From an optimization exercise on the open Yosys and OpenROAD flow, aimed at small area; shortcuts taken in it are not production practice.
Where RTL was checked, it was by simulation tests only, not by an equivalence proof against the original.
Function not checked in runs 2 to 6: the RTL went through the layout flow alone.
No activity file was given, so power comes from the tool's default toggle rates.

==> flow/design.v <==
module deshake1_57 #(
    parameter EDGE = 1
) (
    input  clk_50m_57 ,
    input  rst_57     ,
    input  key_in_57  ,
    output key_out_57 ,
    output key_rise_57
);
reg [3:0] cnt_57;
always @(posedge clk_50m_57) begin
    if (!key_in_57)
        cnt_57 <= 4'd0;
    else if (!cnt_57[3])
        cnt_57 <= cnt_57 + 4'd1;
    else
        cnt_57 <= {3'b100, (EDGE != 0) & ~rst_57};
end
assign key_out_57  = cnt_57[3];
assign key_rise_57 = cnt_57[3] & ~cnt_57[0];
endmodule
module clock_top_57 (
    input           clk_50m_57,
    input   [7:0]   sw_57 ,
    input   [7:0]   key_57 ,
    output  [6:0]   seg_57,
    output  [7:0]   dig_57,
    output  [7:0]   led_57,
    output          bell_57
);
wire clk = clk_50m_57;
wire rst;
wire [7:0] kout;
wire [7:0] krise;
deshake1_57 #(.EDGE(1)) u_deshake0 (.clk_50m_57(clk), .rst_57(rst), .key_in_57(key_57[0]), .key_out_57(kout[0]), .key_rise_57(krise[0]));
deshake1_57 #(.EDGE(1)) u_deshake1 (.clk_50m_57(clk), .rst_57(rst), .key_in_57(key_57[1]), .key_out_57(kout[1]), .key_rise_57(krise[1]));
deshake1_57 #(.EDGE(1)) u_deshake2 (.clk_50m_57(clk), .rst_57(rst), .key_in_57(key_57[2]), .key_out_57(kout[2]), .key_rise_57(krise[2]));
deshake1_57 #(.EDGE(0)) u_deshake3 (.clk_50m_57(clk), .rst_57(rst), .key_in_57(key_57[3]), .key_out_57(kout[3]), .key_rise_57(krise[3]));
deshake1_57 #(.EDGE(0)) u_deshake4 (.clk_50m_57(clk), .rst_57(rst), .key_in_57(key_57[4]), .key_out_57(kout[4]), .key_rise_57(krise[4]));
deshake1_57 #(.EDGE(0)) u_deshake5 (.clk_50m_57(clk), .rst_57(rst), .key_in_57(key_57[5]), .key_out_57(kout[5]), .key_rise_57(krise[5]));
deshake1_57 #(.EDGE(1)) u_deshake6 (.clk_50m_57(clk), .rst_57(rst), .key_in_57(key_57[6]), .key_out_57(kout[6]), .key_rise_57(krise[6]));
deshake1_57 #(.EDGE(0)) u_deshake7 (.clk_50m_57(clk), .rst_57(rst), .key_in_57(key_57[7]), .key_out_57(kout[7]), .key_rise_57(krise[7]));
assign rst = kout[7];
reg  [1:0] t4;       
reg  [2:0] t5;       
reg  [2:0] t25;      
reg        c500;     
reg  [4:0] t50;      
reg        c1;       
reg  [2:0] t2500;    
reg  [1:0] t3;       
reg  [2:0] t7;       
reg  [5:0] n47;      
reg  [5:0] n37;      
reg  [4:0] n31;      
reg  [4:0] n23;      
reg        n42;      
reg        n35;      
reg        n28;      
wire p        = t4[0];
wire t5_end   = t5 == 3'd4;
wire t25_end  = t5_end & (t25 == 3'd4);           
wire t50_end  = t25_end & p;                      
wire t2500_end= t50_end & (t50 == 5'd24) & c500;  
wire t7_end   = t7 == 3'd6;
wire t25_zero = (t5 == 3'd0) & (t25 == 3'd0);
wire clk5k    = t5[0] ^ p;                        
wire tick5k   = (t5 == 3'd0) & p;                 
wire clk1k    = t5[0] ^ t25[0] ^ p;               
wire tick1k   = t25_zero & p;                     
wire tick1    = t25_zero & ~p & ~c500 & (t50 == 5'd0) & c1;   
always @(posedge clk) begin
    if (rst) begin
        t4 <= 0; t5 <= 0; t25 <= 0; c500 <= 0; t50 <= 0; c1 <= 0; t2500 <= 0;
        t3 <= 0; t7 <= 0; n47 <= 0; n37 <= 0; n31 <= 0; n23 <= 0;
        n42 <= 0; n35 <= 0; n28 <= 0;
    end else begin
        t4 <= t4 + 2'd1;
        t5 <= t5_end ? 3'd0 : t5 + 3'd1;
        if (t5_end) t25 <= (t25 == 3'd4) ? 3'd0 : t25 + 3'd1;
        if (t50_end) begin
            c500 <= ~c500;
            t50  <= (t50 == 5'd24) ? 5'd0 : t50 + 5'd1;
        end
        if (t2500_end) begin
            c1    <= ~c1;
            t2500 <= (t2500 == 3'd4) ? 3'd0 : t2500 + 3'd1;
        end
        t3  <= (t3 == 2'd2) ? 2'd0 : t3 + 2'd1;
        t7  <= t7_end ? 3'd0 : t7 + 3'd1;
        n47 <= (n47 == 6'd46) ? 6'd0 : n47 + 6'd1;
        n37 <= (n37 == 6'd36) ? 6'd0 : n37 + 6'd1;
        n31 <= (n31 == 5'd30) ? 5'd0 : n31 + 5'd1;
        n23 <= (n23 == 5'd22) ? 5'd0 : n23 + 5'd1;
        if (t7_end & p & (t3 == 2'd2)) n42 <= ~n42;
        if (t7_end & t5_end)           n35 <= ~n35;
        if (t7_end & (t4 == 2'd3))     n28 <= ~n28;
    end
end
wire note_do  = n47[0] ^ p;
wire note_re  = n42;
wire note_mi  = n37[0] ^ p;
wire note_fa  = n35;
wire note_so  = n31[0] ^ p;
wire note_la  = n28;
wire note_ti  = clk1k;
wire note_doh = n23[0] ^ p;
reg [2:0] scan;
reg       shine;
always @(posedge clk) begin
    if (rst) begin
        scan  <= 0;
        shine <= 0;
    end else if (tick1k) begin
        scan <= scan + 3'd1;
        if ((t50 == 5'd24) & c500 & (t2500 == 3'd4)) shine <= ~shine;   
    end
end
reg [5:0] mel;
reg [2:0] num;
always @(posedge clk) begin
    if (rst) begin
        mel <= 0;
        num <= 0;
    end else if (tick1) begin
        mel <= mel + 6'd1;
        if ((mel == 6'd63) & (num != 3'd5)) num <= num + 3'd1;
    end
end
wire clock_e   = sw_57[0];
wire correct_e = sw_57[1];
wire run_m     = sw_57[2] & ~sw_57[3];
wire rec_m     = sw_57[2] &  sw_57[3];
wire alarm_m   = sw_57[3] & ~sw_57[2];
wire game_e    = sw_57[5];
wire organ_e   = sw_57[6];
wire bell_e    = sw_57[7];
wire time_m    = sw_57[0] | sw_57[1] | sw_57[2] | sw_57[3];
wire week_m    = ~sw_57[1] & ~sw_57[2] & ~sw_57[3] & sw_57[4] & ~sw_57[5] & ~sw_57[6];
function [5:0] step(input [5:0] v, input dn, input h);
    reg [5:0] lim;
    begin
        lim = h ? 6'd23 : 6'd59;
        if (dn) step = (v == 6'd0) ? lim : v - 6'd1;
        else    step = (v == lim) ? 6'd0 : v + 6'd1;
    end
endfunction
reg [1:0] fc;        
reg       cprev;
reg [5:0] sec, min;
reg [4:0] hour;
reg [1:0] csel;      
wire cclk  = (fc == 2'd0) ? c1 : (fc == 2'd1) ? c500 : (fc == 2'd2) ? clk5k : 1'b0;
wire ctick = cclk & ~cprev;
always @(posedge clk) begin
    if (rst) begin
        fc    <= 0;
        cprev <= 0;
        csel  <= 0;
    end else begin
        if (krise[6]) fc <= fc + 2'd1;
        cprev <= cclk;
        if (krise[2] & correct_e) csel <= (csel == 2'd2) ? 2'd0 : csel + 2'd1;
    end
end
wire       cdn  = ~clock_e & ~krise[0];
wire [5:0] s_n  = step(sec, cdn, 1'b0);
wire [5:0] m_n  = step(min, cdn, 1'b0);
wire [5:0] h_n  = step({1'b0, hour}, cdn, 1'b1);
wire       ckey = correct_e & ~clock_e & (krise[0] | krise[1]);
wire       crun = clock_e & ctick;
wire       s_en = crun | (ckey & (csel == 2'd0));
wire       m_en = (crun & (sec == 6'd59)) | (ckey & (csel == 2'd1));
wire       h_en = (crun & (sec == 6'd59) & (min == 6'd59)) | (ckey & (csel == 2'd2));
always @(posedge clk) begin
    if (rst) begin
        sec <= 0; min <= 0; hour <= 0;
    end else begin
        if (s_en) sec  <= s_n;
        if (m_en) min  <= m_n;
        if (h_en) hour <= h_n[4:0];
    end
end
reg [5:0] asec, amin;
reg [4:0] ahour;
reg [1:0] asel;
reg       wce;
reg [5:0] ssec, smin;    
reg [4:0] shour;
wire       akey = alarm_m & (krise[0] | krise[1]);
wire [5:0] a_in = (asel == 2'd0) ? asec : (asel == 2'd1) ? amin : {1'b0, ahour};
wire [5:0] a_n  = step(a_in, ~krise[0], asel[1]);
always @(posedge clk) begin
    if (rst) begin
        asec <= 0; amin <= 0; ahour <= 0; asel <= 0; wce <= 0;
    end else begin
        if (akey & (asel == 2'd0)) asec  <= a_n;
        if (akey & (asel == 2'd1)) amin  <= a_n;
        if (akey & (asel == 2'd2)) ahour <= a_n[4:0];
        if (alarm_m) begin
            wce <= krise[0];
            if (krise[2]) asel <= (asel == 2'd2) ? 2'd0 : asel + 2'd1;
        end
    end
end
always @(posedge clk) begin
    if (rst) begin
        ssec <= 0; smin <= 0; shour <= 0;
    end else if (tick5k & wce) begin
        ssec <= asec; smin <= amin; shour <= ahour;
    end
end
reg       wpa, wps;
reg [2:0] wd;
always @(posedge clk) begin
    if (rst) begin
        wpa <= 0; wps <= 0; wd <= 0;
    end else if (tick1k) begin
        wpa <= kout[0];
        wps <= kout[1];
        if (week_m) begin
            if (kout[0] & ~wpa)      wd <= (wd == 3'd7) ? 3'd1 : wd + 3'd1;
            else if (kout[1] & ~wps) wd <= (wd == 3'd1) ? 3'd7 : wd - 3'd1;
        end
    end
end
reg        run;
reg  [6:0] fs;
reg  [5:0] ss, ms;
reg  [2:0] wa;       
reg  [2:0] ra;
reg        re;
reg [18:0] m0, m1, m2, m3, m4;
reg [18:0] rd, rec;
wire wr = run_m & krise[1];
always @(posedge clk) begin
    if (rst) begin
        run <= 0;
        fs <= 0; ss <= 0; ms <= 0;
    end else begin
        if (krise[0] & run_m) run <= ~run;
        if (tick5k) begin
            if (kout[2]) begin
                fs <= 0; ss <= 0; ms <= 0;
            end else if (run & run_m) begin
                fs <= (fs == 7'd99) ? 7'd0 : fs + 7'd1;
                if (fs == 7'd99) begin
                    ss <= step(ss, 1'b0, 1'b0);
                    if (ss == 6'd59) ms <= step(ms, 1'b0, 1'b0);
                end
            end
        end
    end
end
always @(posedge clk) begin
    if (rst) begin
        wa <= 3'd1;
        ra <= 0;
        re <= 0;
    end else begin
        if (wr) wa <= wa[2] ? 3'd0 : wa + 3'd1;
        if (rec_m & krise[0]) ra <= ra[2] ? 3'd0 : ra + 3'd1;
        re <= rec_m & krise[0];
    end
end
wire [18:0] lap  = {ms, ss, fs};
wire [18:0] lapd = lap & {19{~rst}};    
always @(posedge clk) begin
    if (rst | (wr & (wa == 3'd0))) m0 <= lapd;
    if (rst | (wr & (wa == 3'd1))) m1 <= lapd;
    if (rst | (wr & (wa == 3'd2))) m2 <= lapd;
    if (rst | (wr & (wa == 3'd3))) m3 <= lapd;
    if (rst | (wr & wa[2]))        m4 <= lapd;
end
wire [18:0] mrd = ra[2] ? m4 : ra[1] ? (ra[0] ? m3 : m2) : (ra[0] ? m1 : m0);
always @(posedge clk) begin
    if (rst) begin
        rd  <= 0;
        rec <= 0;
    end else begin
        if (re) rd <= mrd;
        if (rec_m) rec <= rd;
    end
end
wire [6:0] v_sec  = run_m ? fs : rec_m ? rec[6:0]   : alarm_m ? {1'b0, asec}  : {1'b0, sec};
wire [5:0] v_min  = run_m ? ss : rec_m ? rec[12:7]  : alarm_m ? amin  : min;
wire [5:0] v_hour = run_m ? ms : rec_m ? rec[18:13] : alarm_m ? {1'b0, ahour} : {1'b0, hour};
wire pos_sec  = (scan == 3'd0) | (scan == 3'd1);
wire pos_min  = (scan == 3'd3) | (scan == 3'd4);
wire pos_dash = (scan == 3'd2) | (scan == 3'd5);
wire pos_tens = (scan == 3'd1) | (scan == 3'd4) | (scan == 3'd7);
wire [6:0] v = pos_sec ? v_sec : pos_min ? {1'b0, v_min} : {1'b0, v_hour};
reg [7:0] bcd;
integer bi;
always @(*) begin
    bcd = 8'd0;
    for (bi = 0; bi < 100; bi = bi + 1)
        if (v == bi) bcd = ((bi / 10) << 4) | (bi % 10);
end
wire [3:0] num_d = week_m ? {1'b0, wd} :
                   time_m ? (pos_dash ? 4'd10 : pos_tens ? bcd[7:4] : bcd[3:0]) :
                   4'd15;
assign seg_57 = (num_d == 4'd0) ? 7'b0111111 :
                (num_d == 4'd1) ? 7'b0000110 :
                (num_d == 4'd2) ? 7'b1011011 :
                (num_d == 4'd3) ? 7'b1001111 :
                (num_d == 4'd4) ? 7'b1100110 :
                (num_d == 4'd5) ? 7'b1101101 :
                (num_d == 4'd6) ? 7'b1111101 :
                (num_d == 4'd7) ? 7'b0000111 :
                (num_d == 4'd8) ? 7'b1111111 :
                (num_d == 4'd9) ? 7'b1101111 :
                (num_d == 4'd10) ? 7'b1000000 :
                7'b0000000;
wire       shine_e = correct_e | alarm_m;
wire [1:0] bsel    = alarm_m ? asel : csel;
wire       blink   = shine_e & ~shine & ~pos_dash &
                     (bsel == (pos_sec ? 2'd0 : pos_min ? 2'd1 : 2'd2));
wire [7:0] scan_oh = 8'd1 << scan;
assign dig_57 = week_m ? 8'b11111110 : ~(scan_oh & {8{~blink}});
reg se;        
reg model;     
always @(posedge clk) begin
    if (rst) begin
        se    <= 0;
        model <= 0;
    end else begin
        se <= 1'b1;
        if ((sec == ssec) & (min == smin) & (hour == shour)) model <= 1'b0;
        else if ((sec == 6'd0) & (min == 6'd0))              model <= 1'b1;
    end
end
reg [2:0] pos2;
always @(posedge clk) begin
    if (rst) pos2 <= 0;
    else if (tick1 & game_e) pos2 <= pos2 + 3'd1;
end
wire       cleared = (num == 3'd5) | ((num == 3'd4) & (mel[5:1] != 5'd0));
wire       led1_on = (num == 3'd0) & mel[0] & (mel <= 6'd33);
wire [7:0] led1    = led1_on ? (mel[2] ? 8'b10101010 : 8'b01010101) : 8'd0;
wire [7:0] led0    = cleared ? 8'd0 : (8'd1 << mel[2:0]);
assign led_57 = game_e ? (8'd1 << pos2) : se ? (model ? led1 : led0) : 8'd0;
reg bm, b3;
reg note_m;
always @(*) begin
    case (mel)
        6'd0, 6'd1, 6'd2, 6'd16, 6'd17, 6'd18: note_m = note_doh;
        6'd3, 6'd19, 6'd48, 6'd49, 6'd50, 6'd51: note_m = note_la;
        6'd4, 6'd5, 6'd6, 6'd20, 6'd21, 6'd22, 6'd52, 6'd53, 6'd54, 6'd56, 6'd57, 6'd58, 6'd59, 6'd60, 6'd61: note_m = note_so;
        6'd7, 6'd23, 6'd12, 6'd13, 6'd14, 6'd15, 6'd27, 6'd35, 6'd44, 6'd45, 6'd46, 6'd55: note_m = note_fa;
        6'd8, 6'd9, 6'd10, 6'd24, 6'd25, 6'd26, 6'd32, 6'd33, 6'd34, 6'd40, 6'd41, 6'd42: note_m = note_re;
        6'd11, 6'd43: note_m = note_mi;
        6'd28, 6'd29, 6'd30, 6'd31, 6'd36, 6'd37, 6'd38, 6'd39: note_m = note_do;
        6'd47: note_m = note_ti;
        default: note_m = 1'b0;
    endcase
end
always @(posedge clk) begin
    if (rst) begin
        bm <= 0;
        b3 <= 0;
    end else begin
        bm <= note_m;
        if      (kout[6]) b3 <= note_re;
        else if (kout[5]) b3 <= note_mi;
        else if (kout[4]) b3 <= note_fa;
        else if (kout[3]) b3 <= note_so;
        else if (kout[2]) b3 <= note_la;
        else if (kout[1]) b3 <= note_ti;
        else if (kout[0]) b3 <= note_doh;
    end
end
assign bell_57 = organ_e ? b3 : bell_e ? bm : 1'b0;
endmodule
==> flow/run.sh <==
#!/bin/bash
# synth_recipe.tcl (not shown) runs the flow's synth.tcl, then flattens the netlist and writes it again
# the make line also repeats each setting of config.mk as NAME=value (left out here)
make -C /OpenROAD-flow-scripts/flow DESIGN_CONFIG=/design/flow/config.mk WORK_HOME=/design/flow/orfs CLKGATE_MAP_FILE= SYNTH_SCRIPT=/design/flow/synth_recipe.tcl finish
==> flow/config.mk <==
export PLATFORM = sky130hd
export DESIGN_NAME = clock_top_57
export DESIGN_NICKNAME = clock_top_57
export VERILOG_FILES = /design/flow/design.v
export SDC_FILE = /design/flow/constraint.sdc
export NUM_CORES = 4
export LEC_CHECK = 0
export CAP_MARGIN = 20
export CORE_MARGIN = 2
export CORE_UTILIZATION = 40
export CTS_BUF_LIST = sky130_fd_sc_hd__clkbuf_8
export CTS_CLUSTER_DIAMETER = 150
export CTS_CLUSTER_SIZE = 16
export SLEW_MARGIN = 20
==> flow/constraint.sdc <==
create_clock -name core_clock -period 20.0 [get_ports {clk_50m_57}]
set_input_delay 4.0000 -clock core_clock [delete_from_list [all_inputs] [get_ports {clk_50m_57}]]
set_output_delay 4.0000 -clock core_clock [all_outputs]
set_load 0.01 [all_outputs]
==> results.sh, run 1 <==
export IMPL_worstMarginPinSlew_ns=1.127
export IMPL_clk_latency_ns=0.61
export IMPL_dr_pass1_iters=7
export IMPL_wl_per_cell_um=17.87
export IMPL_grt_pass1_wl_um=64910
export IMPL_start_util_pct=40.66
export IMPL_grt_pass1_vias=11860
export IMPL_post_cts_buffers=0
export IMPL_drt_iter0_markers=981
export IMPL_leakage_uw=0.006666
export IMPL_synthesis_area_um2=16640
export IMPL_max_freq_mhz=79.81
export IMPL_core_area_um2=40920
export IMPL_crit_path_start_kind="primary input"
export IMPL_netlist_instances=1743
export IMPL_grt_max_degree=87
export IMPL_skew_ns=0.04604
export IMPL_layout_drive_gt1_share_pct=6.459
export IMPL_synth_ff_type="dfxtp_1"
export IMPL_synth_fp_nets=1836
export IMPL_cts_resized=0
export IMPL_arrival_ns=8.53
export IMPL_fin_nets=1817
export IMPL_min_path_type="flop to flop"
export IMPL_timing_final_ws_setup_ns=7.470
export IMPL_synth_area_top_cells="dfxtp_1 28%, edfxtp_1 17%, ha_1 5.7%, mux4_2 4.9%, nor2_1 4.8%"
export IMPL_cts_tree="done"
export IMPL_drc=0
export IMPL_antenna_cells=0
export IMPL_synth_area_leader_cell="dfxtp_1"
export IMPL_synth_warnings=3
export IMPL_hpwl_um=28470
export IMPL_relSlewSlack_pct=24.90
export IMPL_setup_viol=0
export IMPL_die_area_um2=43240
export IMPL_outcome="complete, no violations"
export IMPL_place_congestion=0.8819
export IMPL_power_density_nw_per_um2=118.1
export IMPL_synth_seq_cells=324
export IMPL_crit_type="primary input to output pin"
export IMPL_period_minus_slack_ns=12.53
export IMPL_io_pins=41
export IMPL_async_flop_share_pct=0
export IMPL_worstPathRequired_ns=16.00
export IMPL_rr_startpoint="t5[0]"
export IMPL_regToRegEndpoint="ms[5]"
export IMPL_slew_viol_final=0
export IMPL_hold_path_startpoint="t3[0]"
export IMPL_vias=12600
export IMPL_r2r_setup_slack_ns=16.99
export IMPL_reg2regPathDepth=11
export IMPL_ys_types=82
export IMPL_clockBufferDepth=3
export IMPL_critPathMaxFanout=28
export IMPL_postRouteWirelength_um=40500
export IMPL_clkSlewWorstSetupHoldPaths_ns=0.09
export IMPL_root_buffer="clkbuf_8"
export IMPL_dieHeight_um=208.0
export IMPL_critPathCaptureType="output pin"
export IMPL_hold_viol=0
export IMPL_synthToLayoutAreaGrowth_pct=6.798
export IMPL_fp_row_count=74
export IMPL_holdPathEnd="t3[0]"
export IMPL_place_ws_ns=7.514
export IMPL_ant_nets=0
export IMPL_port_buffers=40
export IMPL_track_usage_pct=18.40
export IMPL_syn_area_per_cell_um2=9.546
export IMPL_grt_antenna_before_repair=0
export IMPL_place_area_um2=17360
export IMPL_die_x_um=208.0
export IMPL_whs_path_depth=1
export IMPL_cts_htree_levels=1
export IMPL_setup_tns_ns=0
export IMPL_viasPerCell=5.560
export IMPL_yosysSeqAreaShare_pct=44.70
export IMPL_cts_buffers_inserted=24
export IMPL_maxCapViolCount=0
export IMPL_cts_sinks=324
export IMPL_fin_area_um2=17770
export IMPL_grt_overflow=0
export IMPL_rsz0062_at_grt="no"
export IMPL_ir_drop_uv=104.1
export IMPL_holdWs_ns=0.4218
export IMPL_post_route_period_util_pct=62.65
export IMPL_holdBufCountCts=0
export IMPL_synth_edf_count=95
export IMPL_yosysTopAreaCellShare_pct=27.55
final cells by class:
cell class | count | area (um2)
Fill cell | 4065 | 23150
Multi-Input combinational cell | 1263 | 8544
Sequential cell | 324 | 7441
Tap cell | 532 | 665.6
Timing Repair Buffer | 56 | 519.2
Clock buffer | 25 | 344.1
Inverter | 55 | 206.4
Clock inverter | 11 | 48.80
cell usage after synthesis, types with 46 or more instances:
cell type	count
ha_1	76
clkbuf_1	77
a211oi_1	51
nor2_1	213
dfxtp_1	229
mux2i_1	64
edfxtp_1	95
inv_1	54
xnor2_1	46
a21oi_1	113
o21ai_0	56
nand2_1	188
worst max path at each step:
stage / startpoint / slack [ns] / end
after detailed placement: sw_57[2] / 7.51 / seg_57[1]
final: sw_57[2] / 7.47 / seg_57[1]
after global routing: sw_57[2] / 7.18 / seg_57[1]
after CTS: sw_57[2] / 7.51 / seg_57[1]
after floorplan: sw_57[3] / 9.31 / seg_57[0]
after global placement: sw_57[2] / 7.60 / seg_57[1]
cell usage in the layout (no fill, tap or decap), types with 44 or more instances in the layout:
cell type	instances
dfxtp_1	228
nor2_1	213
nand2_1	186
a21oi_1	113
edfxtp_1	95
ha_1	76
mux2i_1	64
inv_1	63
o21ai_0	56
a211oi_1	51
xnor2_1	46
xor2_1	44
layer usage:
layer / routed length [um] / track usage, % / vias up / part of all wire [%]
met5: 0 / 0 / - / 0
met4: 938 / 4.549 / 0 / 2.3
met3: 1842 / 2.294 / 58 / 4.5
met2: 19280 / 31.06 / 293 / 48
met1: 18430 / 25.09 / 6095 / 46
li1: - / - / 6152 / -
critical path, stage by stage:
cell and delay (ns):
clkdlybuf4s50_1 0.46, buf_4 0.34, clkinv_1 0.32, or4_1 0.64, nor2b_1 0.66, nor2_1 0.12, a311o_1 0.36, a31oi_1 0.18
o211a_1 0.23, a2bb2oi_4 0.28, o21ai_2 0.14, o22ai_1 0.20, clkdlybuf4s50_1 0.56
flip-flops by register name, summed over array words and instances, names as in the netlist, 7 cells and up:
| register | flops |
|---|---|
| rec | 19 |
| m2 | 19 |
| m4 | 19 |
| m1 | 19 |
| m3 | 19 |
| rd | 19 |
| fs | 7 |
| m0 | 19 |
report_power, final:
group	switching (uW)	total, uW	internal (uW)
sequential	133	904	771
clock	217	333	116
combinational	464	861	397
total	815	2100	1280
per-stage QoR:
step                total power (uW)  cells  utilization (%)
finish                          2098   2266            43.42
global route                    2249   2266            43.42
CTS                             2110   2265            43.38
detailed placement              1775   2229            42.42
global placement                1754   2229            42.42
floorplan                       1506   1743                -
kinds of logic (layout without fill, tap and decap cells):
kind of cell / count (synthesis) / count (layout) / share of synthesized area, %
muxes: 108 / 108 / 9.280
DFF: 324 / 324 / 44.70
AOI/OAI and AO/OA: 338 / 338 / 13.29
adders and majority gates: 77 / 77 / 5.775
and+or+nand+nor: 650 / 650 / 18.24
xor gates and xnor gates: 90 / 90 / 4.738
buffers and inverters: 156 / 147 / 3.978
==> run 2: changes to the inputs <==
--- a/flow/design.v
+++ b/flow/design.v
@@ -137,13 +137,17 @@
 wire bell_e    = sw_57[7];
 wire time_m    = sw_57[0] | sw_57[1] | sw_57[2] | sw_57[3];
 wire week_m    = ~sw_57[1] & ~sw_57[2] & ~sw_57[3] & sw_57[4] & ~sw_57[5] & ~sw_57[6];
-function [5:0] step(input [5:0] v, input dn, input h);
-    reg [5:0] lim;
-    begin
-        lim = h ? 6'd23 : 6'd59;
-        if (dn) step = (v == 6'd0) ? lim : v - 6'd1;
-        else    step = (v == lim) ? 6'd0 : v + 6'd1;
-    end
+function [5:0] inc60(input [5:0] v);
+    inc60 = (v == 6'd59) ? 6'd0 : v + 6'd1;
+endfunction
+function [5:0] dec60(input [5:0] v);
+    dec60 = (v == 6'd0) ? 6'd59 : v - 6'd1;
+endfunction
+function [4:0] inc24(input [4:0] v);
+    inc24 = (v == 5'd23) ? 5'd0 : v + 5'd1;
+endfunction
+function [4:0] dec24(input [4:0] v);
+    dec24 = (v == 5'd0) ? 5'd23 : v - 5'd1;
 endfunction
 reg [1:0] fc;        
 reg       cprev;
@@ -163,22 +167,33 @@
         if (krise[2] & correct_e) csel <= (csel == 2'd2) ? 2'd0 : csel + 2'd1;
     end
 end
-wire       cdn  = ~clock_e & ~krise[0];
-wire [5:0] s_n  = step(sec, cdn, 1'b0);
-wire [5:0] m_n  = step(min, cdn, 1'b0);
-wire [5:0] h_n  = step({1'b0, hour}, cdn, 1'b1);
-wire       ckey = correct_e & ~clock_e & (krise[0] | krise[1]);
-wire       crun = clock_e & ctick;
-wire       s_en = crun | (ckey & (csel == 2'd0));
-wire       m_en = (crun & (sec == 6'd59)) | (ckey & (csel == 2'd1));
-wire       h_en = (crun & (sec == 6'd59) & (min == 6'd59)) | (ckey & (csel == 2'd2));
 always @(posedge clk) begin
     if (rst) begin
         sec <= 0; min <= 0; hour <= 0;
-    end else begin
-        if (s_en) sec  <= s_n;
-        if (m_en) min  <= m_n;
-        if (h_en) hour <= h_n[4:0];
+    end else if (clock_e) begin
+        if (ctick) begin
+            sec <= inc60(sec);
+            if (sec == 6'd59) begin
+                min <= inc60(min);
+                if (min == 6'd59) hour <= inc24(hour);
+            end
+        end
+    end else if (correct_e) begin
+        if (krise[0]) begin
+            case (csel)
+                2'd0: sec  <= inc60(sec);
+                2'd1: min  <= inc60(min);
+                2'd2: hour <= inc24(hour);
+                default: ;
+            endcase
+        end else if (krise[1]) begin
+            case (csel)
+                2'd0: sec  <= dec60(sec);
+                2'd1: min  <= dec60(min);
+                2'd2: hour <= dec24(hour);
+                default: ;
+            endcase
+        end
     end
 end
 reg [5:0] asec, amin;
@@ -187,17 +202,26 @@
 reg       wce;
 reg [5:0] ssec, smin;    
 reg [4:0] shour;
-wire       akey = alarm_m & (krise[0] | krise[1]);
-wire [5:0] a_in = (asel == 2'd0) ? asec : (asel == 2'd1) ? amin : {1'b0, ahour};
-wire [5:0] a_n  = step(a_in, ~krise[0], asel[1]);
 always @(posedge clk) begin
     if (rst) begin
         asec <= 0; amin <= 0; ahour <= 0; asel <= 0; wce <= 0;
     end else begin
-        if (akey & (asel == 2'd0)) asec  <= a_n;
-        if (akey & (asel == 2'd1)) amin  <= a_n;
-        if (akey & (asel == 2'd2)) ahour <= a_n[4:0];
         if (alarm_m) begin
+            if (krise[0]) begin
+                case (asel)
+                    2'd0: asec  <= inc60(asec);
+                    2'd1: amin  <= inc60(amin);
+                    2'd2: ahour <= inc24(ahour);
+                    default: ;
+                endcase
+            end else if (krise[1]) begin
+                case (asel)
+                    2'd0: asec  <= dec60(asec);
+                    2'd1: amin  <= dec60(amin);
+                    2'd2: ahour <= dec24(ahour);
+                    default: ;
+                endcase
+            end
             wce <= krise[0];
             if (krise[2]) asel <= (asel == 2'd2) ? 2'd0 : asel + 2'd1;
         end
@@ -245,8 +269,8 @@
             end else if (run & run_m) begin
                 fs <= (fs == 7'd99) ? 7'd0 : fs + 7'd1;
                 if (fs == 7'd99) begin
-                    ss <= step(ss, 1'b0, 1'b0);
-                    if (ss == 6'd59) ms <= step(ms, 1'b0, 1'b0);
+                    ss <= inc60(ss);
+                    if (ss == 6'd59) ms <= inc60(ms);
                 end
             end
         end
@@ -263,14 +287,17 @@
         re <= rec_m & krise[0];
     end
 end
-wire [18:0] lap  = {ms, ss, fs};
-wire [18:0] lapd = lap & {19{~rst}};    
+wire [18:0] lap = {ms, ss, fs};
 always @(posedge clk) begin
-    if (rst | (wr & (wa == 3'd0))) m0 <= lapd;
-    if (rst | (wr & (wa == 3'd1))) m1 <= lapd;
-    if (rst | (wr & (wa == 3'd2))) m2 <= lapd;
-    if (rst | (wr & (wa == 3'd3))) m3 <= lapd;
-    if (rst | (wr & wa[2]))        m4 <= lapd;
+    if (rst) begin
+        m0 <= 0; m1 <= 0; m2 <= 0; m3 <= 0; m4 <= 0;
+    end else if (wr) begin
+        if (wa == 3'd0) m0 <= lap;
+        if (wa == 3'd1) m1 <= lap;
+        if (wa == 3'd2) m2 <= lap;
+        if (wa == 3'd3) m3 <= lap;
+        if (wa[2])      m4 <= lap;
+    end
 end
 wire [18:0] mrd = ra[2] ? m4 : ra[1] ? (ra[0] ? m3 : m2) : (ra[0] ? m1 : m0);
 always @(posedge clk) begin
--- a/flow/config.mk
+++ b/flow/config.mk
@@ -8,7 +8,4 @@
 export CAP_MARGIN = 20
 export CORE_MARGIN = 2
 export CORE_UTILIZATION = 40
-export CTS_BUF_LIST = sky130_fd_sc_hd__clkbuf_8
-export CTS_CLUSTER_DIAMETER = 150
-export CTS_CLUSTER_SIZE = 16
 export SLEW_MARGIN = 20
==> run 2 against run 1 <==
Compared with the run above: clock-buffer cell count rose by 26; synthesized cell count increased by 21%; combinational power is 13% lower; first-iteration DRC count is 13% higher; synthesized area increased by 3.4%; sequential share of layout area decreased by 7.9 points; non-clock buffer count grew 2; clock skew fell by 0.030 ns; register-to-register slack improved by 0.02 ns; sequential power shrank 1%; flip-flop and latch count did not move; routed wire length is 12% higher; highest routed layer unchanged.
==> results.sh, run 2 <==
export IMPL_cts_tree="done"
export IMPL_synth_seq_cells=324
export IMPL_layout_drive_gt1_share_pct=7.071
export IMPL_synthesis_area_um2=17200
export IMPL_yosysSeqAreaShare_pct=37.71
export IMPL_power_density_nw_per_um2=124.2
export IMPL_grt_use_met1_pct=27.13
export IMPL_period_minus_slack_ns=12.68
export IMPL_grt_antenna_before_repair=0
export IMPL_worstMarginPinSlew_ns=1.082
export IMPL_cts_resized=0
export IMPL_met3_usage_pct=3.130
export IMPL_crit_path_start_kind="primary input"
export IMPL_rsz0062_at_grt="no"
export IMPL_synth_fp_nets=2204
export IMPL_yosysTopAreaCellShare_pct=37.71
export IMPL_fin_nets=2147
export IMPL_grtUsageMet2_pct=33.88
export IMPL_relSlewSlack_pct=27.75
export IMPL_setup_viol=0
export IMPL_holdPathEnd="t3[0]"
export IMPL_vias=14580
export IMPL_clkSlewWorstSetupHoldPaths_ns=0.06
export IMPL_synth_edf_count=0
export IMPL_worstPathRequired_ns=16.00
export IMPL_synth_warnings=3
export IMPL_critPathCaptureType="output pin"
export IMPL_leakage_uw=0.007022
export IMPL_dieHeight_um=211.4
export IMPL_io_pins=41
export IMPL_start_util_pct=40.73
export IMPL_min_path_type="flop to flop"
export IMPL_setup_tns_ns=0
export IMPL_hpwl_um=30920
export IMPL_final_cell_mix="384 x nand2_1, 323 x dfxtp_1, 228 x a21oi_1"
export IMPL_synth_area_top_cells="dfxtp_1 38%, nand2_1 8.4%, a21oi_1 6.6%, ha_1 5.7%, mux4_2 4.6%"
export IMPL_crit_type="primary input to output pin"
export IMPL_synth_most_common_cell="nand2_1"
export IMPL_syn_area_per_cell_um2=8.155
export IMPL_antenna_cells=0
export IMPL_whs_path_depth=1
export IMPL_ir_drop_uv=55.04
export IMPL_regToRegEndpoint="min[5]"
export IMPL_cts_sinks=324
export IMPL_die_area_um2=44670
export IMPL_hold_path_startpoint="t3[0]"
export IMPL_maxCapViolCount=0
export IMPL_grt_max_degree=98
export IMPL_synth_area_leader_cell="dfxtp_1"
export IMPL_slew_viol_final=0
export IMPL_outcome="complete, no violations"
export IMPL_netlist_instances=2109
export IMPL_grt_pass1_wl_um=73170
export IMPL_drt_iter0_markers=1111
export IMPL_fp_row_count=75
export IMPL_track_usage_pct=20.28
export IMPL_fin_area_um2=19110
export IMPL_place_congestion=0.8573
export IMPL_cts_buffers_inserted=37
export IMPL_clockBufferDepth=3
export IMPL_grt_pass1_vias=13810
export IMPL_critPathMaxFanout=27
export IMPL_arrival_ns=8.68
export IMPL_synthToLayoutAreaGrowth_pct=11.10
export IMPL_yosys_top_cells_count="384 x nand2_1, 324 x dfxtp_1, 228 x a21oi_1"
export IMPL_ys_types=93
export IMPL_holdBufCountCts=0
export IMPL_grt_busiest_layer="met2"
export IMPL_dr_pass1_iters=8
export IMPL_die_x_um=211.4
export IMPL_postRouteWirelength_um=45520
export IMPL_core_area_um2=42230
export IMPL_post_cts_buffers=0
export IMPL_reg2regPathDepth=9
export IMPL_async_flop_share_pct=0
export IMPL_post_route_period_util_pct=63.38
export IMPL_port_buffers=40
export IMPL_final_common_cell="nand2_1"
export IMPL_skew_ns=0.01613
export IMPL_hold_viol=0
export IMPL_max_freq_mhz=78.89
export IMPL_wl_per_cell_um=17.39
export IMPL_viasPerCell=5.568
export IMPL_root_buffer="clkbuf_16"
export IMPL_synth_ff_type="dfxtp_1"
export IMPL_drc=0
export IMPL_r2r_setup_slack_ns=17.01
export IMPL_rr_startpoint="t4[0]"
export IMPL_clk_latency_ns=0.56
export IMPL_place_area_um2=17790
export IMPL_grt_overflow=0
export IMPL_cts_htree_levels=2
export IMPL_ant_nets=0
run 2: area by class of cell:
| cell class | instances | area [um2] |
|---|---|---|
| clock buffers | 51 | 1059 |
| clock inverters | 15 | 257.7 |
| fillers | 4140 | 23120 |
| inverters | 58 | 217.7 |
| multi-input cells | 1573 | 9874 |
| flip-flops and latches | 324 | 6490 |
| well taps | 539 | 674.4 |
| repair buffers | 58 | 535.5 |
run 2: power breakdown:
| group | total, uW | switching, uW | internal [uW] |
|---|---|---|---|
| sequential | 894 | 149 | 745 |
| clock | 734 | 284 | 450 |
| combinational | 746 | 400 | 346 |
run 2: logic make-up after synthesis:
logic type | Yosys count | share of synthesized area, %
mux | 87 | 7.660
buf+inv | 212 | 4.925
flops | 324 | 37.71
simple gates | 845 | 22.36
compound gates | 472 | 17.03
fa+ha+maj | 79 | 5.733
xor+xnor | 90 | 4.583
run 2: worst max-delay path by stage:
stage | startpoint | end | slack (ns) | cells after the start
after global placement | sw_57[2] | seg_57[0] | 7.43 | 13
after detailed placement | sw_57[2] | seg_57[1] | 7.41 | 13
final | sw_57[2] | seg_57[1] | 7.32 | 13
after floorplan | sw_57[3] | seg_57[1] | 9.22 | 11
after CTS | sw_57[2] | seg_57[0] | 7.41 | 13
after global routing | sw_57[2] | seg_57[1] | 7.02 | 12
run 2: per-stage QoR:
step / utilization (%) / total power [uW] / cells / hold WS [ns] / setup WS, ns
finish: 45.25 / 2374 / 2618 / 0.4255 / 7.324
global route: 45.25 / 2514 / 2618 / 0.4575 / 7.016
CTS: 45.25 / 2387 / 2618 / 0.4255 / 7.411
detailed placement: 42.13 / 1644 / 2552 / 0.4167 / 7.409
global placement: 42.13 / 1626 / 2552 / 0.4093 / 7.432
floorplan: - / 1404 / 2109 / 0.4013 / 9.222
run 2: layer usage:
layer / wire length [um] / part of all wire [%] / up-vias
met4: 1080 / 2.4 / 0
met2: 21000 / 46 / 330
li1: - / - / 7215
met3: 2001 / 4.4 / 79
met5: 0 / 0 / -
met1: 21430 / 47 / 6952
run 2: critical path, cell delays in order:
cell             delay (ns)
clkdlybuf4s50_1        0.45
buf_4                  0.36
mux4_2                 0.59
a32o_1                 0.31
a21oi_2                0.52
a41oi_1                0.26
a211oi_1               0.31
o32ai_1                0.17
a221oi_4               0.42
inv_2                  0.13
a2111oi_0              0.52
a21oi_1                0.09
clkdlybuf4s50_1        0.51
==> run 3: changes to the inputs <==
--- a/flow/config.mk
+++ b/flow/config.mk
@@ -8,4 +8,6 @@
 export CAP_MARGIN = 20
 export CORE_MARGIN = 2
 export CORE_UTILIZATION = 40
+export CTS_BUF_LIST = sky130_fd_sc_hd__clkbuf_16
+export CTS_CLUSTER_SIZE = 20
 export SLEW_MARGIN = 20
==> run 3 against run 2 <==
Compared with the run above: maximum frequency shrank 0.28%; sequential power is essentially flat; clock skew decreased by 0.0012 ns; design area is 0.42% lower; combinational power about the same; register-to-register slack barely moved; critical endpoint unchanged; largest cell class unchanged; clock power decreased by 4.8%; synthesized area did not move; flip-flop and latch count unchanged.
==> results.sh, run 3 <==
export IMPL_leakage_uw=0.007001
export IMPL_clkSlewWorstSetupHoldPaths_ns=0.06
export IMPL_cts_sinks=324
export IMPL_critical_path_most_common_cell="clkdlybuf4s50_1"
export IMPL_max_freq_mhz=78.67
export IMPL_start_util_pct=40.73
export IMPL_drc=0
export IMPL_power_density_nw_per_um2=123.0
export IMPL_dr_pass1_iters=7
export IMPL_critPathCaptureType="output pin"
export IMPL_core_area_um2=42230
export IMPL_ant_nets=0
export IMPL_netlist_instances=2109
export IMPL_synth_fp_nets=2204
export IMPL_setup_tns_ns=0
export IMPL_top_layer_used="met4"
export IMPL_cp_slowest_cell="mux4_2"
export IMPL_crit_buf_inv=4
export IMPL_setup_viol=0
export IMPL_period_minus_slack_ns=12.71
export IMPL_wl_met3_um=1985
export IMPL_place_congestion=0.8573
export IMPL_grt_pass1_wl_um=73140
export IMPL_skew_ns=0.01496
export IMPL_grt_max_degree=98
export IMPL_cpLargestDelayFamily="compound AO/OA/AOI/OAI gates"
export IMPL_grt_pass1_vias=13820
export IMPL_track_usage_pct=20.28
export IMPL_rsz0062_at_grt="no"
export IMPL_vias=14610
export IMPL_grt_overflow=0
export IMPL_cts_htree_levels=2
export IMPL_ys_types=93
export IMPL_min_path_type="flop to flop"
export IMPL_drt_iter0_markers=1113
export IMPL_async_flop_share_pct=0
export IMPL_yosysTopAreaCellShare_pct=37.71
export IMPL_port_buffers=40
export IMPL_dieHeight_um=211.4
export IMPL_synth_seq_cells=324
export IMPL_arrival_ns=8.71
export IMPL_cts_tree="done"
export IMPL_syn_area_per_cell_um2=8.155
export IMPL_hold_viol=0
export IMPL_synth_ff_type="dfxtp_1"
export IMPL_holdBufCountCts=0
export IMPL_clk_latency_ns=0.56
export IMPL_critPathMaxFanout=27
export IMPL_cts_buffers_inserted=37
export IMPL_worstPathRequired_ns=16.00
export IMPL_yosys_top_cells_count="384 x nand2_1, 324 x dfxtp_1, 228 x a21oi_1"
export IMPL_synthesis_area_um2=17200
export IMPL_antenna_cells=0
export IMPL_die_x_um=211.4
export IMPL_post_route_period_util_pct=63.56
export IMPL_synth_area_leader_cell="dfxtp_1"
export IMPL_post_cts_buffers=0
export IMPL_synth_warnings=3
export IMPL_grt_antenna_before_repair=0
export IMPL_yosysSeqAreaShare_pct=37.71
export IMPL_final_common_cell="nand2_1"
export IMPL_outcome="complete, no violations"
export IMPL_postRouteWirelength_um=45530
export IMPL_maxCapViolCount=0
export IMPL_die_area_um2=44670
export IMPL_synth_most_common_cell="nand2_1"
export IMPL_synthToLayoutAreaGrowth_pct=10.64
export IMPL_io_pins=41
export IMPL_power_total_uw=2340
export IMPL_cts_resized=0
export IMPL_layout_drive_gt1_share_pct=6.686
export IMPL_slew_viol_final=0
export IMPL_wl_met2_um=21140
export IMPL_cpPeakStageDelay_ns=0.59
export IMPL_relSlewSlack_pct=25.45
export IMPL_clockBufferDepth=3
export IMPL_root_buffer="clkbuf_16"
export IMPL_wl_per_cell_um=17.39
export IMPL_synth_area_top_cells="dfxtp_1 38%, nand2_1 8.4%, a21oi_1 6.6%, ha_1 5.7%, mux4_2 4.6%"
export IMPL_crit_type="primary input to output pin"
export IMPL_fp_row_count=75
export IMPL_synth_edf_count=0
export IMPL_ir_drop_uv=55.17
export IMPL_worstMarginPinSlew_ns=1.117
export IMPL_fin_nets=2147
export IMPL_hpwl_um=30920
export IMPL_worstPathCellList="clkdlybuf4s50_1 -> buf_4 -> mux4_2 -> a32o_1 -> a21oi_2 -> a41oi_1 -> a211oi_1 -> o32ai_1 -> a221oi_4 -> inv_2 -> a2111oi_0 -> a21oi_1 -> clkdlybuf4s50_1"
export IMPL_met1_length_um=21360
export IMPL_viasPerCell=5.579
export IMPL_crit_path_start_kind="primary input"
export IMPL_final_cell_mix="384 x nand2_1, 323 x dfxtp_1, 228 x a21oi_1"
run 3: where the power goes:
part           internal, uW  switching, uW
Clock                   416            283
Combinational           346            401
Sequential              745            149
Total                  1510            832
run 3: per-layer routing:
| layer | up-vias | global-route usage (%) |
|---|---|---|
| li1 | 7218 | - |
| met1 | 6997 | 27.13 |
| met2 | 317 | 33.86 |
| met3 | 75 | 3.130 |
| met4 | 0 | 5.901 |
| met5 | - | 0 |
run 3: final timing paths:
path / from / to / slack [ns] / cells past startpoint
worst max-delay path: sw_57[2] / seg_57[1] / 7.29 / 13
worst min-delay path: t3[0] / t3[0] / 0.43 / 1
worst max register to register: t4[0] / min[5] / 17.02 / 9
worst min register to register: t3[0] / t3[0] / 0.43 / 1
run 3: final cells by class:
class,instances,area [um2]
Clock buffer,37,925.9
Clock inverter,29,310.3
Fill cell,4146,23200
Inverter,58,217.7
Multi-Input combinational cell,1573,9874
Sequential cell,324,6490
Tap cell,539,674.4
Timing Repair Buffer,58,535.5
run 3: stage by stage:
stage	setup slack, ns	area, um2	hold WS, ns	util [%]	cells
after global routing	7.016	19030	0.4575	45.06	2618
after CTS	7.411	19030	0.4255	45.06	2618
after global placement	7.432	17790	0.4093	42.13	2552
final	7.288	19030	0.4254	45.06	2618
after floorplan	9.222	17200	0.4013	-	2109
after detailed placement	7.409	17790	0.4167	42.13	2552
run 3: cells by family (layout without fill, tap and decap cells):
| family | count (synthesis) | after routing | synth area share, % |
|---|---|---|---|
| buffers and inverters | 212 | 182 | 4.925 |
| xor gates and xnor gates | 90 | 90 | 4.583 |
| adders and majority gates | 79 | 79 | 5.733 |
| AOI/OAI and AO/OA | 472 | 472 | 17.03 |
| and+or+nand+nor | 845 | 845 | 22.36 |
| muxes | 87 | 87 | 7.660 |
| DFF | 324 | 324 | 37.71 |
==> run 4: changes to the inputs <==
--- a/flow/config.mk
+++ b/flow/config.mk
@@ -9,5 +9,6 @@
 export CORE_MARGIN = 2
 export CORE_UTILIZATION = 40
 export CTS_BUF_LIST = sky130_fd_sc_hd__clkbuf_16
-export CTS_CLUSTER_SIZE = 20
+export CTS_CLUSTER_DIAMETER = 150
+export CTS_CLUSTER_SIZE = 25
 export SLEW_MARGIN = 20
==> run 4 against run 3 <==
Compared with the run above: cell count down 1.8%; routed wire length down 1.6%; clock power down 46%; non-clock buffer count unchanged; largest cell class unchanged.
==> results.sh, run 4 <==
export IMPL_fin_area_um2=18260
export IMPL_worstPathRequired_ns=16.00
export IMPL_ant_nets=0
export IMPL_drc=0
export IMPL_post_cts_buffers=0
export IMPL_postRouteWirelength_um=44810
export IMPL_clkSlewWorstSetupHoldPaths_ns=0.10
export IMPL_viasPerCell=5.594
export IMPL_clockBufferDepth=3
export IMPL_place_congestion=0.8573
export IMPL_die_x_um=211.4
export IMPL_leakage_uw=0.006606
export IMPL_fillers=4201
export IMPL_worstPathCellList="clkdlybuf4s50_1 -> buf_4 -> mux4_2 -> a32o_1 -> a21oi_2 -> a41oi_1 -> a211oi_1 -> o32ai_1 -> a221oi_4 -> inv_2 -> a2111oi_0 -> a21oi_1 -> clkdlybuf4s50_1"
export IMPL_crit_path_start_kind="primary input"
export IMPL_critPathMaxFanout=27
export IMPL_cts_resized=0
export IMPL_outcome="complete, no violations"
export IMPL_vias=14390
export IMPL_fp_row_count=75
export IMPL_synth_fp_nets=2204
export IMPL_synthToLayoutAreaGrowth_pct=6.162
export IMPL_syn_area_per_cell_um2=8.155
export IMPL_core_area_um2=42230
export IMPL_synth_area_leader_cell="dfxtp_1"
export IMPL_hpwl_um=30920
export IMPL_start_util_pct=40.73
export IMPL_yosys_top_cells_count="384 x nand2_1, 324 x dfxtp_1, 228 x a21oi_1"
export IMPL_dr_pass1_iters=7
export IMPL_combPwrFrac_pct=37.0
export IMPL_cts_tree="done"
export IMPL_io_pins=41
export IMPL_holdBufCountCts=0
export IMPL_critPathCaptureType="output pin"
export IMPL_holdWs_ns=0.4303
export IMPL_cpLargestDelayFamily="compound AO/OA/AOI/OAI gates"
export IMPL_yosysTopAreaCellShare_pct=37.71
export IMPL_relSlewSlack_pct=26.40
export IMPL_cts_htree_levels=1
export IMPL_slew_viol_final=0
export IMPL_seqPwrFrac_pct=44.2
export IMPL_crit_buf_inv=4
export IMPL_grt_overflow=0
export IMPL_cts_sinks=324
export IMPL_synth_edf_count=0
export IMPL_synth_warnings=3
export IMPL_maxCapViolCount=0
export IMPL_seqCellArea_um2=6490
export IMPL_place_area_um2=17790
export IMPL_arrival_ns=8.70
export IMPL_root_buffer="clkbuf_16"
export IMPL_grt_max_degree=98
export IMPL_netlist_instances=2109
export IMPL_yosysSeqAreaShare_pct=37.71
export IMPL_multi_input_area_um2=9874
export IMPL_ys_types=93
export IMPL_synth_ff_type="dfxtp_1"
export IMPL_dieHeight_um=211.4
export IMPL_cp_slowest_cell="mux4_2"
export IMPL_post_route_period_util_pct=63.52
export IMPL_layout_drive_gt1_share_pct=5.263
export IMPL_wl_per_cell_um=17.42
export IMPL_async_flop_share_pct=0
export IMPL_max_freq_mhz=78.72
export IMPL_synth_most_common_cell="nand2_1"
export IMPL_grt_antenna_before_repair=0
export IMPL_crit_type="primary input to output pin"
export IMPL_clockPowerShare_pct=18.8
export IMPL_synth_area_top_cells="dfxtp_1 38%, nand2_1 8.4%, a21oi_1 6.6%, ha_1 5.7%, mux4_2 4.6%"
export IMPL_skew_ns=0.01921
export IMPL_clk_latency_ns=0.54
export IMPL_rsz0062_at_grt="no"
export IMPL_instances_no_fill=2572
export IMPL_synth_seq_cells=324
export IMPL_worstMarginPinSlew_ns=1.102
export IMPL_final_common_cell="nand2_1"
export IMPL_grt_pass1_vias=13580
export IMPL_antenna_cells=0
export IMPL_drt_iter0_markers=1118
export IMPL_die_area_um2=44670
export IMPL_cpPeakStageDelay_ns=0.59
export IMPL_track_usage_pct=19.83
export IMPL_period_minus_slack_ns=12.70
export IMPL_hold_viol=0
export IMPL_power_density_nw_per_um2=110.4
export IMPL_setup_viol=0
export IMPL_placedCellCount=2552
export IMPL_synthesis_area_um2=17200
export IMPL_fin_nets=2127
export IMPL_port_buffers=40
export IMPL_min_path_type="flop to flop"
export IMPL_critical_path_most_common_cell="clkdlybuf4s50_1"
export IMPL_grt_pass1_wl_um=72180
export IMPL_power_switching_uw=767.7
export IMPL_p_int_uw=1249
export IMPL_setup_tns_ns=0
export IMPL_final_cell_mix="384 x nand2_1, 323 x dfxtp_1, 228 x a21oi_1"
export IMPL_swShare_pct=38.07
export IMPL_cts_buffers_inserted=17
export IMPL_ir_drop_uv=53.30
==> run 4: cell counts after synthesis <==
No cell type changed its count.
==> run 4: path summary, 6_finish.rpt <==
check	from	endpoint	slack (ns)	depth (start not counted)
worst max-delay path	sw_57[2]	seg_57[1]	7.30	13
worst min-delay path	t3[0]	t3[0]	0.43	1
worst max register to register	t4[0]	min[5]	17.02	9
worst min register to register	t3[0]	t3[0]	0.43	1
==> run 4: layout make-up <==
cell class | count | area share (%)
inverter | 58 | 1.192
clock buffer | 17 | 2.330
sequential | 324 | 35.54
clock inverter | 3 | 0.2261
tap | 539 | 3.694
multi-input combinational | 1573 | 54.08
timing repair buffer | 58 | 2.933
==> run 4: power groups by stage <==
stage / Clock [uW] / Sequential, uW / Combinational (uW)
after floorplan: 0 / 824 / 580
after global placement: 0 / 900 / 726
after detailed placement: 0 / 904 / 740
after CTS: 392 / 889 / 745
after global routing: 413 / 908 / 830
final: 378 / 892 / 746
==> run 4: metal layers <==
layer	up-vias	track usage, %	routed length [um]	part of all wire, %
met1	6921	27.04	21220	47
met2	265	33.85	21120	47
met5	-	0	0	0
met3	51	2.077	1685	3.8
met4	0	4.444	791	1.8
li1	7150	-	-	-
==> run 4: worst register-to-register path, delay by kind of cell, from the launching register on <==
family          cells  cell delay [ns]
xor+xnor            1             0.29
compound gates      5             1.02
simple gates        3             0.76
flops               1             0.86
==> run 4: stage by stage <==
step	worst slack (ns)	total power (uW)	util, %
after CTS	7.411	2026	43.24
after detailed placement	7.409	1644	42.13
after floorplan	9.222	1404	-
after global placement	7.432	1626	42.13
after global routing	7.016	2151	43.24
final	7.297	2016	43.24
==> run 4: cell families (layout without fill, tap and decap cells) <==
kind of cell | Yosys count | after routing | synth area share [%]
simple gates | 845 | 845 | 22.36
buf+inv | 212 | 136 | 4.925
mux | 87 | 87 | 7.660
flops | 324 | 324 | 37.71
fa+ha+maj | 79 | 79 | 5.733
xor+xnor | 90 | 90 | 4.583
compound gates | 472 | 472 | 17.03
==> run 5: changes to the inputs <==
--- a/flow/config.mk
+++ b/flow/config.mk
@@ -8,7 +8,6 @@
 export CAP_MARGIN = 20
 export CORE_MARGIN = 2
 export CORE_UTILIZATION = 40
-export CTS_BUF_LIST = sky130_fd_sc_hd__clkbuf_16
-export CTS_CLUSTER_DIAMETER = 150
-export CTS_CLUSTER_SIZE = 25
+export CTS_BUF_LIST = sky130_fd_sc_hd__clkbuf_8
+export CTS_CLUSTER_SIZE = 10
 export SLEW_MARGIN = 20
==> run 5 against run 4 <==
Compared with the run above: cell count up 3.1%; combinational power about the same; non-clock buffer count did not move; largest cell class unchanged; still clean; via count increased by 2.1%; critical endpoint unchanged; clock power increased by 57%; global-route usage is 0.40 points higher; design area up 3.5%; power rose by 11%; critical path depth is the same.
==> results.sh, run 5 <==
export IMPL_cts_sinks=324
export IMPL_netlist_instances=2109
export IMPL_outcome="complete, no violations"
export IMPL_synth_warnings=3
export IMPL_post_route_period_util_pct=63.42
export IMPL_crit_path_start_kind="primary input"
export IMPL_p_int_uw=1409
export IMPL_crit_end="seg_57[1]"
export IMPL_track_usage_pct=20.23
export IMPL_rsz0062_at_grt="no"
export IMPL_r2r_setup_slack_ns=17.03
export IMPL_grt_overflow=0
export IMPL_viasPerCell=5.540
export IMPL_postRouteWirelength_um=45460
export IMPL_relSlewSlack_pct=27.59
export IMPL_slew_viol_final=0
export IMPL_grt_pass1_wl_um=73250
export IMPL_ys_types=93
export IMPL_drc=0
export IMPL_synth_fp_nets=2204
export IMPL_holdBufCountCts=0
export IMPL_grt_max_degree=98
export IMPL_yosysSeqAreaShare_pct=37.71
export IMPL_maxCapViolCount=0
export IMPL_swShare_pct=36.95
export IMPL_die_x_um=211.4
export IMPL_final_common_cell="nand2_1"
export IMPL_fillers=4170
export IMPL_final_cell_mix="384 x nand2_1, 323 x dfxtp_1, 228 x a21oi_1"
export IMPL_synth_area_top_cells="dfxtp_1 38%, nand2_1 8.4%, a21oi_1 6.6%, ha_1 5.7%, mux4_2 4.6%"
export IMPL_power_switching_uw=825.5
export IMPL_critPathCaptureType="output pin"
export IMPL_dr_pass1_iters=5
export IMPL_synthesis_area_um2=17200
export IMPL_place_congestion=0.8573
export IMPL_die_area_um2=44670
export IMPL_synth_ff_type="dfxtp_1"
export IMPL_leakage_uw=0.007024
export IMPL_cts_resized=0
export IMPL_min_path_type="flop to flop"
export IMPL_root_buffer="clkbuf_8"
export IMPL_rr_startpoint="t4[0]"
export IMPL_core_area_um2=42230
export IMPL_synth_seq_cells=324
export IMPL_fin_nets=2164
export IMPL_io_pins=41
export IMPL_cts_tree="done"
export IMPL_grt_pass1_vias=13930
export IMPL_arrival_ns=8.68
export IMPL_ant_nets=0
export IMPL_synth_area_leader_cell="dfxtp_1"
export IMPL_clockPowerShare_pct=26.6
export IMPL_max_freq_mhz=78.84
export IMPL_synth_most_common_cell="nand2_1"
export IMPL_clockBufferDepth=3
export IMPL_hpwl_um=30920
export IMPL_synthToLayoutAreaGrowth_pct=9.858
export IMPL_clk_latency_ns=0.64
export IMPL_port_buffers=40
export IMPL_skew_ns=0.02394
export IMPL_clkSlewWorstSetupHoldPaths_ns=0.06
export IMPL_layout_drive_gt1_share_pct=8.002
export IMPL_ir_drop_uv=53.29
export IMPL_power_density_nw_per_um2=118.3
export IMPL_yosysTopAreaCellShare_pct=37.71
export IMPL_startpoint="sw_57[2]"
export IMPL_critPathMaxFanout=27
export IMPL_seqPwrFrac_pct=40.0
export IMPL_final_core_util_pct=44.74
export IMPL_drt_iter0_markers=1201
export IMPL_post_cts_buffers=0
export IMPL_fp_row_count=75
export IMPL_start_util_pct=40.73
export IMPL_worstMarginPinSlew_ns=1.085
export IMPL_combPwrFrac_pct=33.4
export IMPL_worstPathRequired_ns=16.00
export IMPL_hold_viol=0
export IMPL_grt_antenna_before_repair=0
export IMPL_period_minus_slack_ns=12.68
export IMPL_antenna_cells=0
export IMPL_yosys_top_cells_count="384 x nand2_1, 324 x dfxtp_1, 228 x a21oi_1"
export IMPL_synth_edf_count=0
export IMPL_reg2regPathDepth=9
export IMPL_wl_per_cell_um=17.15
export IMPL_dieHeight_um=211.4
export IMPL_vias=14690
export IMPL_regToRegEndpoint="min[5]"
export IMPL_cts_htree_levels=2
export IMPL_syn_area_per_cell_um2=8.155
export IMPL_cts_buffers_inserted=54
export IMPL_async_flop_share_pct=0
export IMPL_setup_tns_ns=0
export IMPL_setup_viol=0
export IMPL_crit_type="primary input to output pin"
-- run 5: changes by cell type in the layout (fill, tap and decap cells not counted) --
cell       previous run  this run
inv_8                 0         2
clkbuf_16            17         0
clkbuf_8              0        67
clkinv_2              0        11
inv_12                1         0
clkinv_8              1         0
inv_1                57        74
bufinv_16             0         1
-- run 5: logic make-up after synthesis --
kind of cell	synth area share, %
simple gates	22.36
compound gates	17.03
flops	37.71
buf+inv	4.925
xor+xnor	4.583
mux	7.660
fa+ha+maj	5.733
-- run 5: cell type report --
class	count	area, um2	share of cell area [%]
inverter	58	217.7	1.152
clock inverter	32	180.2	0.9536
clock buffer	67	922.1	4.880
multi-input combinational	1573	9874	52.26
tap	539	674.4	3.569
timing repair buffer	58	535.5	2.834
sequential	324	6490	34.35
-- run 5: power groups by stage --
| stage | registers [uW] | logic [uW] | clock network (uW) |
|---|---|---|---|
| 2_1_floorplan | 824 | 580 | 0 |
| 3_3_place_gp | 900 | 726 | 0 |
| 3_5_place_dp | 904 | 740 | 0 |
| 4_1_cts | 891 | 745 | 610 |
| 5_1_grt | 909 | 830 | 639 |
| 6_report | 893 | 746 | 595 |
-- run 5: metrics by stage --
stage	hold WS [ns]	instance area (um2)	setup slack (ns)	instances	total power (uW)
floorplan	0.4013	17200	9.222	2109	1404
global placement	0.4093	17790	7.432	2552	1626
detailed placement	0.4167	17790	7.409	2552	1644
CTS	0.4256	18890	7.411	2651	2246
global route	0.4576	18890	7.016	2651	2378
finish	0.4233	18890	7.316	2651	2234
-- run 5: worst min path at each step --
stage           from     to  slack (ns)  cells past startpoint
5_1_grt        t3[0]  t3[0]        0.46                      1
3_5_place_dp   t3[0]  t3[0]        0.42                      1
2_1_floorplan  t3[0]  t3[0]        0.40                      1
6_report       t3[0]  t3[0]        0.42                      1
3_3_place_gp   t3[0]  t3[0]        0.41                      1
4_1_cts        t3[0]  t3[0]        0.43                      1
-- run 5: critical path, cell delays in order --
cell and delay, ns:
clkdlybuf4s50_1 0.45, buf_4 0.36, mux4_2 0.59, a32o_1 0.31, a21oi_2 0.53, a41oi_1 0.26, a211oi_1 0.31, o32ai_1 0.17
a221oi_4 0.42, inv_2 0.13, a2111oi_0 0.52, a21oi_1 0.09, clkdlybuf4s50_1 0.51
-- run 5: layer usage --
metal  share of wire (%)  GRT usage (%)  vias to the layer above
li1                    -              -                     7268
met1                  47          27.05                     7008
met2                  47          33.93                      344
met3                 4.4          2.878                       66
met4                 1.9          5.974                        0
met5                   0              0                        -
==> run 6: changes to the inputs <==
--- a/flow/config.mk
+++ b/flow/config.mk
@@ -9,5 +9,6 @@
 export CORE_MARGIN = 2
 export CORE_UTILIZATION = 40
 export CTS_BUF_LIST = sky130_fd_sc_hd__clkbuf_8
-export CTS_CLUSTER_SIZE = 10
+export CTS_CLUSTER_DIAMETER = 150
+export CTS_CLUSTER_SIZE = 16
 export SLEW_MARGIN = 20
==> run 6 against run 5 <==
Compared with the run above: design area fell by 3.9%; synthesized cell count stayed put; setup slack better by 0.013 ns; non-clock buffer count is the same; sequential share of layout area rose by 1.4 points; clock skew grew 0.020 ns; first-iteration DRC count grew 4.2%; worst hold slack better by 0.0041 ns; clock-buffer cell count is 43 lower; global-route usage fell by 0.34 points; die area did not move; largest cell class unchanged.
==> results.sh, run 6 <==
export IMPL_outcome="complete, no violations"
export IMPL_synth_top_family_by_area="simple AND/OR/NAND/NOR gates"
export IMPL_ys_types=93
export IMPL_synth_most_common_cell="nand2_1"
export IMPL_timing_final_ws_setup_ns=7.328
export IMPL_worstPathRequired_ns=16.00
export IMPL_port_buffers=40
export IMPL_grt_overflow=0
export IMPL_drt_iter0_markers=1252
export IMPL_layout_drive_gt1_share_pct=5.539
export IMPL_hold_path_startpoint="t3[0]"
export IMPL_core_area_um2=42230
export IMPL_rsz0062_at_grt="no"
export IMPL_drc=0
export IMPL_syn_area_per_cell_um2=8.155
export IMPL_antenna_cells=0
export IMPL_start_util_pct=40.73
export IMPL_leakage_uw=0.006567
export IMPL_cts_buffers_inserted=24
export IMPL_slew_viol_final=0
export IMPL_die_area_um2=44670
export IMPL_synthToLayoutAreaGrowth_pct=5.536
export IMPL_crit_buf_inv=4
export IMPL_io_pins=41
export IMPL_vias=14410
export IMPL_relSlewSlack_pct=26.35
export IMPL_clockBufferDepth=3
export IMPL_grt_pass1_wl_um=72410
export IMPL_fin_nets=2134
export IMPL_cts_htree_levels=1
export IMPL_holdBufCountCts=0
export IMPL_hpwl_um=30920
export IMPL_place_ws_ns=7.409
export IMPL_critical_path_most_common_cell="clkdlybuf4s50_1"
export IMPL_track_usage_pct=19.89
export IMPL_startpoint="sw_57[2]"
export IMPL_die_x_um=211.4
export IMPL_synth_ff_type="dfxtp_1"
export IMPL_cts_tree="done"
export IMPL_yosysSeqAreaShare_pct=37.71
export IMPL_synthMuxAreaShare_pct=7.660
export IMPL_critPathMaxFanout=27
export IMPL_crit_type="primary input to output pin"
export IMPL_final_core_util_pct=42.98
export IMPL_synth_xor_area_share_pct=4.583
export IMPL_cpLargestDelayFamily="compound AO/OA/AOI/OAI gates"
export IMPL_setup_tns_ns=0
export IMPL_critPathCaptureType="output pin"
export IMPL_cts_sinks=324
export IMPL_placedCellCount=2552
export IMPL_yosys_area_share_simple_pct=22.36
export IMPL_place_area_um2=17790
export IMPL_place_congestion=0.8573
export IMPL_ir_drop_uv=53.26
export IMPL_fillers=4226
export IMPL_synth_compound_area_share_pct=17.03
export IMPL_arrival_ns=8.67
export IMPL_dr_pass1_iters=9
export IMPL_hold_viol=0
export IMPL_final_common_cell="nand2_1"
export IMPL_wl_per_cell_um=17.36
export IMPL_synth_seq_cells=324
export IMPL_ant_nets=0
export IMPL_async_flop_share_pct=0
export IMPL_synth_fp_nets=2204
export IMPL_seqCellArea_um2=6490
export IMPL_min_path_type="flop to flop"
export IMPL_maxCapViolCount=0
export IMPL_cts_resized=0
export IMPL_dieHeight_um=211.4
export IMPL_rr_startpoint="t4[0]"
export IMPL_worstPathCellList="clkdlybuf4s50_1 -> buf_4 -> mux4_2 -> a32o_1 -> a21oi_2 -> a41oi_1 -> a211oi_1 -> o32ai_1 -> a221oi_4 -> inv_2 -> a2111oi_0 -> a21oi_1 -> clkdlybuf4s50_1"
export IMPL_grt_antenna_before_repair=0
export IMPL_skew_ns=0.04361
export IMPL_synth_area_top_cells="dfxtp_1 38%, nand2_1 8.4%, a21oi_1 6.6%, ha_1 5.7%, mux4_2 4.6%"
export IMPL_worstMarginPinSlew_ns=1.103
export IMPL_clkSlewWorstSetupHoldPaths_ns=0.10
export IMPL_yosysTopAreaCellShare_pct=37.71
export IMPL_root_buffer="clkbuf_8"
export IMPL_period_minus_slack_ns=12.67
export IMPL_netlist_instances=2109
export IMPL_crit_path_start_kind="primary input"
export IMPL_instances_no_fill=2579
export IMPL_synth_warnings=3
export IMPL_setup_viol=0
export IMPL_grt_pass1_vias=13620
export IMPL_fp_row_count=75
export IMPL_final_cell_mix="384 x nand2_1, 323 x dfxtp_1, 228 x a21oi_1"
export IMPL_max_freq_mhz=78.92
export IMPL_post_cts_buffers=0
export IMPL_synth_adder_area_share_pct=5.733
export IMPL_fin_area_um2=18150
export IMPL_multi_input_area_um2=9874
export IMPL_viasPerCell=5.589
export IMPL_cp_slowest_cell="mux4_2"
export IMPL_yosys_top_cells_count="384 x nand2_1, 324 x dfxtp_1, 228 x a21oi_1"
export IMPL_post_route_period_util_pct=63.36
export IMPL_synth_edf_count=0
export IMPL_synthesis_area_um2=17200
export IMPL_cpPeakStageDelay_ns=0.59
export IMPL_grt_max_degree=98
export IMPL_postRouteWirelength_um=44770
export IMPL_power_density_nw_per_um2=108.1
export IMPL_clk_latency_ns=0.63
export IMPL_synth_area_leader_cell="dfxtp_1"
-- run 6: cell counts after synthesis --
Identical to the previous run, type by type.
-- run 6: layer usage --
metal / vias up / routed length, um / global-route usage, %
met3: 59 / 1803 / 2.151
met2: 295 / 20800 / 33.65
met5: - / 0 / 0
met4: 0 / 1024 / 5.051
met1: 6916 / 21140 / 27.09
li1: 7144 / - / -
-- run 6: final timing paths --
check	depth (start not counted)	slack, ns	to
max	13	7.33	seg_57[1]
min	1	0.43	t3[0]
max reg2reg	9	16.98	min[5]
min reg2reg	1	0.43	t3[0]
-- run 6: kinds of logic (layout without fill, tap and decap cells) --
logic type / after synthesis / in the layout
xor gates and xnor gates: 90 / 90
and+or+nand+nor: 845 / 845
DFF: 324 / 324
adders and majority gates: 79 / 79
AOI/OAI and AO/OA: 472 / 472
buffers and inverters: 212 / 143
muxes: 87 / 87
-- run 6: area by class of cell --
class	instances	share of cell area [%]
clock inverter	3	0.1585
inverter	58	1.199
sequential	324	35.76
multi-input combinational	1573	54.40
tap	539	3.715
clock buffer	24	1.820
timing repair buffer	58	2.950
-- run 6: stage by stage --
| stage | hold slack [ns] | total power, uW |
|---|---|---|
| 6_report | 0.4274 | 1962 |
| 5_1_grt | 0.4641 | 2098 |
| 4_1_cts | 0.4314 | 1974 |
| 3_5_place_dp | 0.4167 | 1644 |
| 3_3_place_gp | 0.4093 | 1626 |
| 2_1_floorplan | 0.4013 | 1404 |
-- run 6: worst reg2reg max path, cell delays in order, from the launching register on --
cell      delay [ns]
dfxtp_1         0.88
xor2_1          0.29
nand3b_1        0.11
a21oi_1         0.15
a21oi_1         0.08
nor3b_1         0.25
o22ai_1         0.18
a221o_1         0.48
or3_1           0.40
a21oi_1         0.14
-- run 6: report_power, final --
part / switching (uW) / internal, uW
Combinational: 399 / 346
Sequential: 147 / 744
Clock: 215 / 111

-- static timing again, ports no longer ideal --
Ports are ideal in the flow. The routed layouts listed here were re-timed in OpenROAD.
Step 1 sets driving cells, clkbuf_16 on the clock port and buf_2 on the other inputs (assumed; they add their load-dependent delay and slew).
Step 2 times the ports against the registers' clock, not the clock port: input delays grow and output delays shrink by t, the midpoint of the rising clock arrivals with the driver on.
Three values: ideal, step 1, step 2; two values: the first two.
| run | t, ns | setup slack, ns | worst setup path at the end | latest minus earliest clock arrival (ns) | pins driven straight from the clock port |
|---|---|---|---|---|---|
| run 1 | 0.645 | 7.470 / 7.444 / 7.444 | input to output | 0.046 / 0.046 | 1 |
| run 2 | 0.607 | 7.324 / 7.299 / 7.299 | input to output | 0.020 / 0.021 | 1 |
| run 3 | 0.605 | 7.288 / 7.264 / 7.264 | input to output | 0.020 / 0.019 | 1 |
| run 4 | 0.581 | 7.297 / 7.272 / 7.272 | input to output | 0.020 / 0.021 | 1 |
| run 5 | 0.682 | 7.316 / 7.291 / 7.291 | input to output | 0.029 / 0.029 | 1 |
| run 6 | 0.662 | 7.328 / 7.304 / 7.304 | input to output | 0.043 / 0.044 | 1 |
After both steps every run listed still meets setup and hold. The setup slack of run 1, which loses most, moves by -0.026 ns with the drivers and by -0.026 ns with both steps.
